What follows belongs to an exercise in optimizing a design on an open flow for small area, a short achievable clock period and few clock cycles; a production flow would make more cautious choices. At most, simulation tests tie the RTL to the original design; equivalence was not proved. Power figures rest on the tool's default switching activity, not on a simulated workload.

==> flow/design.v <==
`timescale 1ns / 1ps
module top(clk,rst,imem_addr,imem_data,led,halted);
        input clk;
        input rst;
        output [0:7] imem_addr;
        input [0:31] imem_data;
        output [0:7] led;
        output halted;
        wire [31:0] ins = imem_data;
        wire [5:0] op  = ins[31:26];
        wire [4:0] rs  = ins[25:21];
        wire [4:0] rt  = ins[20:16];
        wire [4:0] rd  = ins[15:11];
        wire [7:0] imm = ins[7:0];
        wire [5:0] fn  = ins[5:0];
        reg  [7:0] R [0:31];
        reg  [7:0] x_a, x_b;           
        reg  [7:0] x_seq;              
        reg  [7:0] x_tgt;              
        reg  [4:0] x_dst;
        reg        x_we, x_lw, x_slt, x_jal, x_beq, x_bne, x_jr, x_w2;
        wire [7:0] sum = x_a + x_b;
        reg [7:0] rom;
        always @(*) begin
                case (sum)
                8'd0: rom = 8'b10011100;
                8'd1: rom = 8'b10001111;
                8'd2: rom = 8'b01110000;
                8'd3: rom = 8'b00111011;
                8'd4: rom = 8'b00100000;
                8'd5: rom = 8'b01010000;
                8'd6: rom = 8'b00000111;
                8'd7: rom = 8'b00001000;
                8'd8: rom = 8'b00001001;
                8'd9: rom = 8'b00001010;
                8'd10: rom = 8'b00000110;
                default: rom = 8'b00000000;
                endcase
        end
        wire lt = $signed(x_a) < $signed(x_b);
        wire [7:0] res = x_lw  ? rom :
                         x_slt ? {7'b0, lt} :
                         x_jal ? x_seq : sum;
        wire eq = (x_a == x_b);
        wire taken = x_jal | (x_beq & eq) | (x_bne & ~eq);
        wire [7:0] npc = x_jr ? R[31] : taken ? x_tgt : x_seq;
        wire stop = (npc >= 8'd14);
        assign imem_addr = npc;
        assign halted = stop & ~x_w2;
        assign led = R[2];
        wire d_lw   = op[5];                           
        wire d_addi = op[3];                           
        wire d_jal  = op[1] & ~op[5];                  
        wire d_beq  = op[2] & ~op[0];                  
        wire d_bne  = op[2] & op[0];                   
        wire d_r    = ~(op[5] | op[3] | op[2] | op[1]);  
        wire d_jr   = d_r & ~fn[5];                    
        wire d_slt  = d_r & fn[5] & fn[1];             
        wire d_we   = d_lw | d_addi | d_jal | (d_r & fn[5]);
        wire [4:0] d_dst = d_r ? rd : d_jal ? 5'd31 : rt;
        wire d_imm  = d_lw | d_addi;
        wire fwd_a = x_we & (x_dst == rs);
        wire fwd_b = x_we & (x_dst == rt);
        wire [7:0] rf_a = R[rs];
        wire [7:0] rf_b = R[rt];
        wire [7:0] d_a = fwd_a ? res : rf_a;
        wire [7:0] d_b = d_imm ? imm : fwd_b ? res : rf_b;
        always @(posedge clk) begin
                if (rst | stop) begin
                        x_we  <= 1'b0;
                        x_lw  <= 1'b0;
                        x_slt <= 1'b0;
                        x_jal <= 1'b0;
                        x_beq <= 1'b0;
                        x_bne <= 1'b0;
                        x_jr  <= 1'b0;
                        x_w2  <= 1'b0;
                        x_seq <= rst ? 8'd12 : npc;
                end
                else begin
                        x_we  <= d_we;
                        x_lw  <= d_lw;
                        x_slt <= d_slt;
                        x_jal <= d_jal;
                        x_beq <= d_beq;
                        x_bne <= d_bne;
                        x_jr  <= d_jr;
                        x_w2  <= d_we & (d_dst == 5'd2);
                        x_seq <= npc + 8'd1;
                end
                x_dst <= d_dst;
                x_a   <= d_a;
                x_b   <= d_b;
                x_tgt <= d_jal ? imm : npc + imm;
        end
        wire [7:0] wd = rst ? 8'd0 : res;
        genvar k;
        generate
                for (k = 0; k < 32; k = k + 1) begin : g_rf
                        always @(posedge clk)
                                if (rst | (x_we & (x_dst == k)))
                                        R[k] <= wd;
                end
        endgenerate
endmodule
Settings: LEC_CHECK=0, CAP_MARGIN=20, CORE_MARGIN=2, CORE_UTILIZATION=40, SLEW_MARGIN=20; clock period 7.0 ns.
run.sh (not shown) runs the stock make flow with config.mk's settings and CLKGATE_MAP_FILE= SYNTH_SCRIPT=/design/flow/synth_recipe.tcl, a recipe that flattens the netlist after the stock synthesis.
The starting point passed the timing, design-rule and antenna checks.
Next try:
--- a/flow/design.v
+++ b/flow/design.v
@@ -14,11 +14,10 @@
         wire [7:0] imm = ins[7:0];
         wire [5:0] fn  = ins[5:0];
         reg  [7:0] R [0:31];
+        reg  [7:0] pc;
         reg  [7:0] x_a, x_b;           
-        reg  [7:0] x_seq;              
-        reg  [7:0] x_tgt;              
         reg  [4:0] x_dst;
-        reg        x_we, x_lw, x_slt, x_jal, x_beq, x_bne, x_jr, x_w2;
+        reg        x_we, x_lw, x_slt, x_w2;
         wire [7:0] sum = x_a + x_b;
         reg [7:0] rom;
         always @(*) begin
@@ -39,15 +38,8 @@
         end
         wire lt = $signed(x_a) < $signed(x_b);
         wire [7:0] res = x_lw  ? rom :
-                         x_slt ? {7'b0, lt} :
-                         x_jal ? x_seq : sum;
-        wire eq = (x_a == x_b);
-        wire taken = x_jal | (x_beq & eq) | (x_bne & ~eq);
-        wire [7:0] npc = x_jr ? R[31] : taken ? x_tgt : x_seq;
-        wire stop = (npc >= 8'd14);
-        assign imem_addr = npc;
-        assign halted = stop & ~x_w2;
-        assign led = R[2];
+                         x_slt ? {7'b0, lt} : sum;
+        wire stop = (pc >= 8'd14);
         wire d_lw   = op[5];                           
         wire d_addi = op[3];                           
         wire d_jal  = op[1] & ~op[5];                  
@@ -59,39 +51,43 @@
         wire d_we   = d_lw | d_addi | d_jal | (d_r & fn[5]);
         wire [4:0] d_dst = d_r ? rd : d_jal ? 5'd31 : rt;
         wire d_imm  = d_lw | d_addi;
-        wire fwd_a = x_we & (x_dst == rs);
-        wire fwd_b = x_we & (x_dst == rt);
+        wire fwd_a  = x_we & (x_dst == rs);
+        wire fwd_b  = x_we & (x_dst == rt);
+        wire fwd_31 = x_we & (x_dst == 5'd31);
         wire [7:0] rf_a = R[rs];
         wire [7:0] rf_b = R[rt];
         wire [7:0] d_a = fwd_a ? res : rf_a;
-        wire [7:0] d_b = d_imm ? imm : fwd_b ? res : rf_b;
+        wire [7:0] d_b = fwd_b ? res : rf_b;
+        wire [7:0] r31 = fwd_31 ? res : R[31];
+        wire eq_rr = (rf_a == rf_b);
+        wire eq_xr = (res == rf_b);
+        wire eq_rx = (rf_a == res);
+        wire eq = fwd_a ? (fwd_b | eq_xr) : (fwd_b ? eq_rx : eq_rr);
+        wire [7:0] pc1 = pc + 8'd1;
+        wire [7:0] tgt = d_jal ? imm : pc + imm;
+        wire taken = d_jal | (d_beq & eq) | (d_bne & ~eq);
+        wire [7:0] npc = d_jr ? r31 : taken ? tgt : pc1;
+        assign imem_addr = pc;
+        assign halted = stop & ~x_w2;
+        assign led = R[2];
         always @(posedge clk) begin
                 if (rst | stop) begin
                         x_we  <= 1'b0;
                         x_lw  <= 1'b0;
                         x_slt <= 1'b0;
-                        x_jal <= 1'b0;
-                        x_beq <= 1'b0;
-                        x_bne <= 1'b0;
-                        x_jr  <= 1'b0;
                         x_w2  <= 1'b0;
-                        x_seq <= rst ? 8'd12 : npc;
+                        if (rst) pc <= 8'd12;
                 end
                 else begin
                         x_we  <= d_we;
                         x_lw  <= d_lw;
                         x_slt <= d_slt;
-                        x_jal <= d_jal;
-                        x_beq <= d_beq;
-                        x_bne <= d_bne;
-                        x_jr  <= d_jr;
                         x_w2  <= d_we & (d_dst == 5'd2);
-                        x_seq <= npc + 8'd1;
+                        pc    <= npc;
                 end
                 x_dst <= d_dst;
-                x_a   <= d_a;
-                x_b   <= d_b;
-                x_tgt <= d_jal ? imm : npc + imm;
+                x_a   <= d_jal ? pc1 : d_a;
+                x_b   <= d_imm ? imm : d_jal ? 8'd0 : d_b;
         end
         wire [7:0] wd = rst ? 8'd0 : res;
         genvar k;
Result: Global-route usage climbs by 5.1 points; die area came out higher by 9.6%; utilization went down by 0.24 points; area after synthesis climbs by 9.8%; via count came out higher by 17%; combinational power goes down by 26%; sequential share of layout area goes down by 4.8 points; clock-buffer cell count falls by 2; power came out lower by 15%; final area increases by 8.7%; worst setup slack degrades by 0.22 ns; non-clock buffer count rises by 41; sequential cell count falls by 12; synthesized cell count is higher by 19%.
No functional check of the RTL was part of any run of this note.

========
Another version of the RTL of top (not shown whole).
Size: about 1,300 cells after synthesis, ~300 flip-flops, about 15,000 um2 of cells after synthesis.
==> module top, before the edit <==
module top(clk,rst,imem_addr,imem_data,led,halted);
        input clk;
        input rst;
        output [0:7] imem_addr;
        input [0:31] imem_data;
        output [0:7] led;
        output halted;
        wire [31:0] ins = imem_data;
        wire [5:0] op  = ins[31:26];
        wire [4:0] rs  = ins[25:21];
        wire [4:0] rt  = ins[20:16];
        wire [4:0] rd  = ins[15:11];
        wire [7:0] imm = ins[7:0];
        wire [5:0] fn  = ins[5:0];
        reg  [7:0] R [0:31];
        reg  [7:0] pc;
        reg  [7:0] x_a, x_b;           
        reg  [7:0] x_alt;              
        reg  [4:0] x_dst;
        reg        x_we, x_lw, x_slt, x_w2, x_br, x_bne, x_pt;
        wire [7:0] sum = x_a + x_b;
        reg [7:0] rom;
        always @(*) begin
                case (sum)
                8'd0: rom = 8'b10011100;
                8'd1: rom = 8'b10001111;
                8'd2: rom = 8'b01110000;
                8'd3: rom = 8'b00111011;
                8'd4: rom = 8'b00100000;
                8'd5: rom = 8'b01010000;
                8'd6: rom = 8'b00000111;
                8'd7: rom = 8'b00001000;
                8'd8: rom = 8'b00001001;
                8'd9: rom = 8'b00001010;
                8'd10: rom = 8'b00000110;
                default: rom = 8'b00000000;
                endcase
        end
        wire lt = $signed(x_a) < $signed(x_b);
        wire [7:0] res = x_lw  ? rom :
                         x_slt ? {7'b0, lt} : sum;
        wire eq = (x_a == x_b);
        wire miss = x_br & (eq ^ x_bne ^ x_pt);
        wire stop = (pc >= 8'd14);
        wire d_lw   = op[5];                           
        wire d_addi = op[3];                           
        wire d_jal  = op[1] & ~op[5];                  
        wire d_br   = op[2];                           
        wire d_bne  = op[2] & op[0];                   
        wire d_r    = ~(op[5] | op[3] | op[2] | op[1]);  
        wire d_jr   = d_r & ~fn[5];                    
        wire d_slt  = d_r & fn[5] & fn[1];             
        wire d_we   = d_lw | d_addi | d_jal | (d_r & fn[5]);
        wire [4:0] d_dst = d_r ? rd : d_jal ? 5'd31 : rt;
        wire d_imm  = d_lw | d_addi;
        wire d_pt   = imm[7];                          
        wire fwd_a  = x_we & (x_dst == rs);
        wire fwd_b  = x_we & (x_dst == rt);
        wire fwd_31 = x_we & (x_dst == 5'd31);
        wire [7:0] rf_a = R[rs];
        wire [7:0] rf_b = R[rt];
        wire [7:0] d_a = fwd_a ? res : rf_a;
        wire [7:0] d_b = fwd_b ? res : rf_b;
        wire [7:0] r31 = fwd_31 ? res : R[31];
        wire [7:0] pc1 = pc + 8'd1;
        wire [7:0] pci = pc + imm;
        wire [7:0] npc = d_jr ? r31 : d_jal ? imm : (d_br & d_pt) ? pci : pc1;
        assign imem_addr = pc;
        assign halted = stop & ~x_br & ~x_w2;
        assign led = R[2];
        always @(posedge clk) begin
                if (rst | miss | stop) begin
                        x_we  <= 1'b0;
                        x_lw  <= 1'b0;
                        x_slt <= 1'b0;
                        x_w2  <= 1'b0;
                        x_br  <= 1'b0;
                        if (rst) pc <= 8'd12;
                        else if (miss) pc <= x_alt;
                end
                else begin
                        x_we  <= d_we;
                        x_lw  <= d_lw;
                        x_slt <= d_slt;
                        x_w2  <= d_we & (d_dst == 5'd2);
                        x_br  <= d_br;
                        pc    <= npc;
                end
                x_bne <= d_bne;
                x_pt  <= d_pt;
                x_alt <= d_pt ? pc1 : pci;
                x_dst <= d_dst;
                x_a   <= d_jal ? pc1 : d_a;
                x_b   <= d_imm ? imm : d_jal ? 8'd0 : d_b;
        end
        wire [7:0] wd = rst ? 8'd0 : res;
        genvar k;
        generate
                for (k = 0; k < 32; k = k + 1) begin : g_rf
                        always @(posedge clk)
                                if (rst | (x_we & (x_dst == k)))
                                        R[k] <= wd;
                end
        endgenerate
endmodule
Settings: LEC_CHECK=0, CAP_MARGIN=10, CORE_MARGIN=2, CORE_UTILIZATION=40, CTS_CLUSTER_DIAMETER=80, CTS_CLUSTER_SIZE=20, SETUP_SLACK_MARGIN=4.0, SLEW_MARGIN=10, BUFFER_PORTS_ARGS=-buffer_cell sky130_fd_sc_hd__buf_2; clock period 7.0 ns.
standard.sh (not shown) runs the stock make flow with config.mk's settings and CLKGATE_MAP_FILE= SYNTH_SCRIPT=/design/flow/synth_recipe.tcl, a recipe that flattens the netlist after the stock synthesis.
==> flow/flow/run.sh <==
#!/bin/bash
# Standard layout (the standard.sh, standard synthesis), with the port
# buffers made of buf_2 cells instead of buffer_ports' default choice.
set -euo pipefail
echo 'export BUFFER_PORTS_ARGS = -buffer_cell sky130_fd_sc_hd__buf_2' >> config.mk
bash standard.sh > standard.log 2>&1
Testbench counts at the start, summed over its fixed seeds: cycles 53,224.
==> next run, changes <==
--- a/flow/design.v
+++ b/flow/design.v
@@ -78,6 +78,7 @@
                         x_br  <= 1'b0;
                         if (rst) pc <= 8'd12;
                         else if (miss) pc <= x_alt;
+                        else pc <= 8'd255;
                 end
                 else begin
                         x_we  <= d_we;
The new run finished with timing, DRC and antenna clean.
Hold slack gets worse by 0.025 ns.
Worst setup slack is worse by 0.017 ns.
Via count came out higher by about 8%.
Synthesized cell count grows by 3.6%.
Die area is higher by about 2.5%.
Sequential share of layout area decreases by 4.0 points.
Non-clock buffer count rose by 56.
Cell area came out higher by 7.9%.
Only the layout flow was run in the second run of this note; the RTL was not checked for function there.

========
== trial 90 ==
top, a different RTL version from the one above (not shown whole).
For scale: roughly 1200 cells after synthesis, ~310 flip-flops, about 51 I/O pins, about 15000 um2 of cells after synthesis.
==> module top, before the edit <==
module top(clk,rst,imem_addr,imem_data,led,halted);
        input clk;
        input rst;
        output [0:7] imem_addr;
        input [0:31] imem_data;
        output [0:7] led;
        output halted;
        wire [31:0] ins = imem_data;
        wire [5:0] op  = ins[31:26];
        wire [4:0] rs  = ins[25:21];
        wire [4:0] rt  = ins[20:16];
        wire [4:0] rd  = ins[15:11];
        wire [7:0] imm = ins[7:0];
        wire [5:0] fn  = ins[5:0];
        reg  [7:0] R [0:31];
        reg  [7:0] pc;
        reg  [7:0] x_a, x_b;           
        reg  [7:0] x_alt;              
        reg  [7:0] x_last;             
        reg        x_fa, x_fb, x_jal;
        reg  [4:0] x_dst;
        reg        x_we, x_lw, x_slt, x_w2, x_br, x_bne, x_pt, x_alt_end;
        reg        stop, hq;
        wire [7:0] ea = x_fa ? x_last : x_a;
        wire [7:0] eb = x_fb ? x_last : x_b;
        wire [7:0] sum = ea + eb;
        wire [4:0] slo = {1'b0, ea[3:0]} + {1'b0, eb[3:0]};
        wire [3:0] ah = ea[7:4], bh = eb[7:4];
        wire hz0 = ((ah ^ bh) == {(ah[2:0] | bh[2:0]), 1'b0});
        wire hz1 = (~(ah ^ bh) == {(ah[2:0] & bh[2:0]), 1'b0});
        wire hz = slo[4] ? hz1 : hz0;
        reg [7:0] rom;
        always @(*) begin
                case (slo[3:0])
                4'd0: rom = 8'b10011100;
                4'd1: rom = 8'b10001111;
                4'd2: rom = 8'b01110000;
                4'd3: rom = 8'b00111011;
                4'd4: rom = 8'b00100000;
                4'd5: rom = 8'b01010000;
                4'd6: rom = 8'b00000111;
                4'd7: rom = 8'b00001000;
                4'd8: rom = 8'b00001001;
                4'd9: rom = 8'b00001010;
                4'd10: rom = 8'b00000110;
                default: rom = 8'b00000000;
                endcase
                if (!hz) rom = 8'b00000000;
        end
        wire lt = $signed(ea) < $signed(eb);
        wire [7:0] res = x_lw  ? rom :
                         x_slt ? {7'b0, lt} :
                         x_jal ? x_alt : sum;
        wire eq = (ea == eb);
        wire miss = x_br & (eq ^ x_bne ^ x_pt);
        wire d_lw   = op[5];                           
        wire d_addi = op[3];                           
        wire d_jal  = op[1] & ~op[5];                  
        wire d_br   = op[2];                           
        wire d_bne  = op[2] & op[0];                   
        wire d_r    = ~(op[5] | op[3] | op[2] | op[1]);  
        wire d_jr   = d_r & ~fn[5];                    
        wire d_slt  = d_r & fn[5] & fn[1];             
        wire d_we   = d_lw | d_addi | d_jal | (d_r & fn[5]);
        wire [4:0] d_dst = d_r ? rd : d_jal ? 5'd31 : rt;
        wire d_imm  = d_lw | d_addi;
        wire d_pt   = imm[7];                          
        wire fwd_a  = x_we & (x_dst == rs);
        wire fwd_b  = x_we & (x_dst == rt);
        wire fwd_31 = x_we & (x_dst == 5'd31);
        wire [7:0] rf_a = R[rs];
        wire [7:0] rf_b = R[rt];
        wire [7:0] r31 = fwd_31 ? res : R[31];
        wire [7:0] pc1 = pc + 8'd1;
        wire [7:0] pci = pc + imm;
        wire [7:0] npc = d_jr ? r31 : d_jal ? imm : (d_br & d_pt) ? pci : pc1;
        wire [7:0] alt = (d_pt | d_jal) ? pc1 : pci;
        wire npc_end = d_jr ? (r31 >= 8'd14) : d_jal ? (imm >= 8'd14) :
                       (d_br & d_pt) ? (pci >= 8'd14) : (pc1 >= 8'd14);
        wire kill = rst | miss | stop;
        wire stop_n = rst ? 1'b0 : miss ? x_alt_end : stop ? 1'b1 : npc_end;
        wire br_n = ~kill & d_br;
        wire w2_n = ~kill & d_we & (d_dst == 5'd2);
        assign imem_addr = pc;
        assign halted = hq;
        assign led = R[2];
        always @(posedge clk) begin
                stop <= stop_n;
                hq   <= stop_n & ~br_n & ~w2_n;
                if (kill) begin
                        x_we  <= 1'b0;
                        x_lw  <= 1'b0;
                        x_slt <= 1'b0;
                        x_w2  <= 1'b0;
                        x_br  <= 1'b0;
                        x_jal <= 1'b0;
                        if (rst) pc <= 8'd12;
                        else if (miss) pc <= x_alt;
                end
                else begin
                        x_we  <= d_we;
                        x_lw  <= d_lw;
                        x_slt <= d_slt;
                        x_w2  <= w2_n;
                        x_br  <= br_n;
                        x_jal <= d_jal;
                        pc    <= npc;
                end
                x_bne <= d_bne;
                x_pt  <= d_pt;
                x_alt <= alt;
                x_alt_end <= (alt >= 8'd14);
                x_dst <= d_dst;
                x_a   <= rf_a;
                x_b   <= d_imm ? imm : rf_b;
                x_fa  <= fwd_a;
                x_fb  <= fwd_b & ~d_imm;
                x_last <= res;
        end
        wire [7:0] wd = rst ? 8'd0 : res;
        genvar k;
        generate
                for (k = 0; k < 32; k = k + 1) begin : g_rf
                        always @(posedge clk)
                                if (rst | (x_we & (x_dst == k)))
                                        R[k] <= wd;
                end
        endgenerate
endmodule
Settings: LEC_CHECK=0, CAP_MARGIN=10, CORE_MARGIN=2, CORE_UTILIZATION=40, CTS_CLUSTER_DIAMETER=80, CTS_CLUSTER_SIZE=20, SETUP_SLACK_MARGIN=4.0, SLEW_MARGIN=10, BUFFER_PORTS_ARGS=-buffer_cell sky130_fd_sc_hd__buf_2; clock period 7.0 ns.
Scripts as last shown in full above: flow/flow/run.sh
Trial 90 has completed all stages; timing, DRC and antenna checks passed.
Relative to trial 90, the following input files were edited for trial 9:
==> flow/design.v <==
`timescale 1ns / 1ps
module top(clk,rst,imem_addr,imem_data,led,halted);
        input clk;
        input rst;
        output [0:7] imem_addr;
        input [0:31] imem_data;
        output [0:7] led;
        output halted;
        wire [31:0] ins = imem_data;
        wire [5:0] op  = ins[31:26];
        wire [4:0] rs  = ins[25:21];
        wire [4:0] rt  = ins[20:16];
        wire [4:0] rd  = ins[15:11];
        wire [7:0] imm = ins[7:0];
        wire [5:0] fn  = ins[5:0];
        reg  [7:0] R [0:31];
        reg  [7:0] pc;
        reg  [7:0] x_a, x_b;           
        reg  [7:0] x_alt;              
        reg  [4:0] x_dst;
        reg        x_we, x_lw, x_slt, x_w2, x_br, x_bne, x_pt, x_alt_end;
        reg        stop, hq;
        wire [7:0] sum = x_a + x_b;
        reg [7:0] rom;
        always @(*) begin
                case (sum)
                8'd0: rom = 8'b10011100;
                8'd1: rom = 8'b10001111;
                8'd2: rom = 8'b01110000;
                8'd3: rom = 8'b00111011;
                8'd4: rom = 8'b00100000;
                8'd5: rom = 8'b01010000;
                8'd6: rom = 8'b00000111;
                8'd7: rom = 8'b00001000;
                8'd8: rom = 8'b00001001;
                8'd9: rom = 8'b00001010;
                8'd10: rom = 8'b00000110;
                default: rom = 8'b00000000;
                endcase
        end
        wire lt = $signed(x_a) < $signed(x_b);
        wire [7:0] res = x_lw  ? rom :
                         x_slt ? {7'b0, lt} : sum;
        wire eq = (x_a == x_b);
        wire miss = x_br & (eq ^ x_bne ^ x_pt);
        wire d_lw   = op[5];                           
        wire d_addi = op[3];                           
        wire d_jal  = op[1] & ~op[5];                  
        wire d_br   = op[2];                           
        wire d_bne  = op[2] & op[0];                   
        wire d_r    = ~(op[5] | op[3] | op[2] | op[1]);  
        wire d_jr   = d_r & ~fn[5];                    
        wire d_slt  = d_r & fn[5] & fn[1];             
        wire d_we   = d_lw | d_addi | d_jal | (d_r & fn[5]);
        wire [4:0] d_dst = d_r ? rd : d_jal ? 5'd31 : rt;
        wire d_imm  = d_lw | d_addi;
        wire d_pt   = imm[7];                          
        wire fwd_a  = x_we & (x_dst == rs);
        wire fwd_b  = x_we & (x_dst == rt);
        wire fwd_31 = x_we & (x_dst == 5'd31);
        wire [7:0] rf_a = R[rs];
        wire [7:0] rf_b = R[rt];
        wire [7:0] d_a = fwd_a ? res : rf_a;
        wire [7:0] d_b = fwd_b ? res : rf_b;
        wire [7:0] r31 = fwd_31 ? res : R[31];
        wire [7:0] pc1 = pc + 8'd1;
        wire [7:0] pci = pc + imm;
        wire [7:0] npc = d_jr ? r31 : d_jal ? imm : (d_br & d_pt) ? pci : pc1;
        wire [7:0] alt = d_pt ? pc1 : pci;
        wire npc_end = d_jr ? (r31 >= 8'd14) : d_jal ? (imm >= 8'd14) :
                       (d_br & d_pt) ? (pci >= 8'd14) : (pc1 >= 8'd14);
        wire kill = rst | miss | stop;
        wire stop_n = rst ? 1'b0 : miss ? x_alt_end : stop ? 1'b1 : npc_end;
        wire br_n = ~kill & d_br;
        wire w2_n = ~kill & d_we & (d_dst == 5'd2);
        assign imem_addr = pc;
        assign halted = hq;
        assign led = R[2];
        always @(posedge clk) begin
                stop <= stop_n;
                hq   <= stop_n & ~br_n & ~w2_n;
                if (kill) begin
                        x_we  <= 1'b0;
                        x_lw  <= 1'b0;
                        x_slt <= 1'b0;
                        x_w2  <= 1'b0;
                        x_br  <= 1'b0;
                        if (rst) pc <= 8'd12;
                        else if (miss) pc <= x_alt;
                end
                else begin
                        x_we  <= d_we;
                        x_lw  <= d_lw;
                        x_slt <= d_slt;
                        x_w2  <= w2_n;
                        x_br  <= br_n;
                        pc    <= npc;
                end
                x_bne <= d_bne;
                x_pt  <= d_pt;
                x_alt <= alt;
                x_alt_end <= (alt >= 8'd14);
                x_dst <= d_dst;
                x_a   <= d_jal ? pc1 : d_a;
                x_b   <= d_imm ? imm : d_jal ? 8'd0 : d_b;
        end
        wire [7:0] wd = rst ? 8'd0 : res;
        genvar k;
        generate
                for (k = 0; k < 32; k = k + 1) begin : g_rf
                        always @(posedge clk)
                                if (rst | (x_we & (x_dst == k)))
                                        R[k] <= wd;
                end
        endgenerate
endmodule
Findings:
Relative to trial 90, trial 9 degrades peak supply drop. Reported for trial 90 and trial 9, global route total overflow turned out identical to the last digit. Trial 9 vs. trial 90: layout overhead on the synthesized area picked up an extra 3.1 points, number of antenna repair diodes has increased, multiplexer area fraction after synthesis went down 0.99 points, count of final hold-check violations closely matched the old numbers. Taking trial 90 as the reference point, the peak clock frequency supported by timing of trial 9 rises by 0.021 GHz. Changes observed in trial 9 relative to trial 90: effective utilization at floorplan lower, number of instances resized during post-cts repair fell by 38.
No functional check of the RTL was part of any run of this note.

[port drivers added, routing unchanged]
The flow's constraints put no driver on any port. The routed layouts listed below were extracted and timed again, unchanged, in two steps. Step 1 sets driving cells, clkbuf_16 on the clock port and buf_2 on the other inputs (assumed; they add their load-dependent delay and slew). Step 2, shift: input delay + t, output delay - t, t = (earliest + latest rising clock arrival at the registers) / 2. This alone moves slack from input paths to output paths. Slacks: no drivers / after step 1 / after step 2; pairs: no drivers / after step 1.
run	t, ns	setup WS [ns]	clock arrival spread, ns
the first run of note 1	0.573	1.469 / 1.416 / 1.873	0.025 / 0.025
the second run of note 1	0.602	1.247 / 1.280 / 0.678	0.020 / 0.020
the first run of note 2	0.593	3.939 / 3.878 / 3.368	0.021 / 0.021
the second run of note 2	0.613	3.922 / 3.892 / 3.281	0.027 / 0.027
trial 90	0.603	3.658 / 3.658 / 3.234	0.041 / 0.040
trial 9	0.607	3.872 / 3.837 / 3.230	0.039 / 0.038
After both steps every run listed still meets setup and hold. The setup slack of trial 9, which loses most, moves by -0.035 ns with the drivers and by -0.642 ns with both steps.
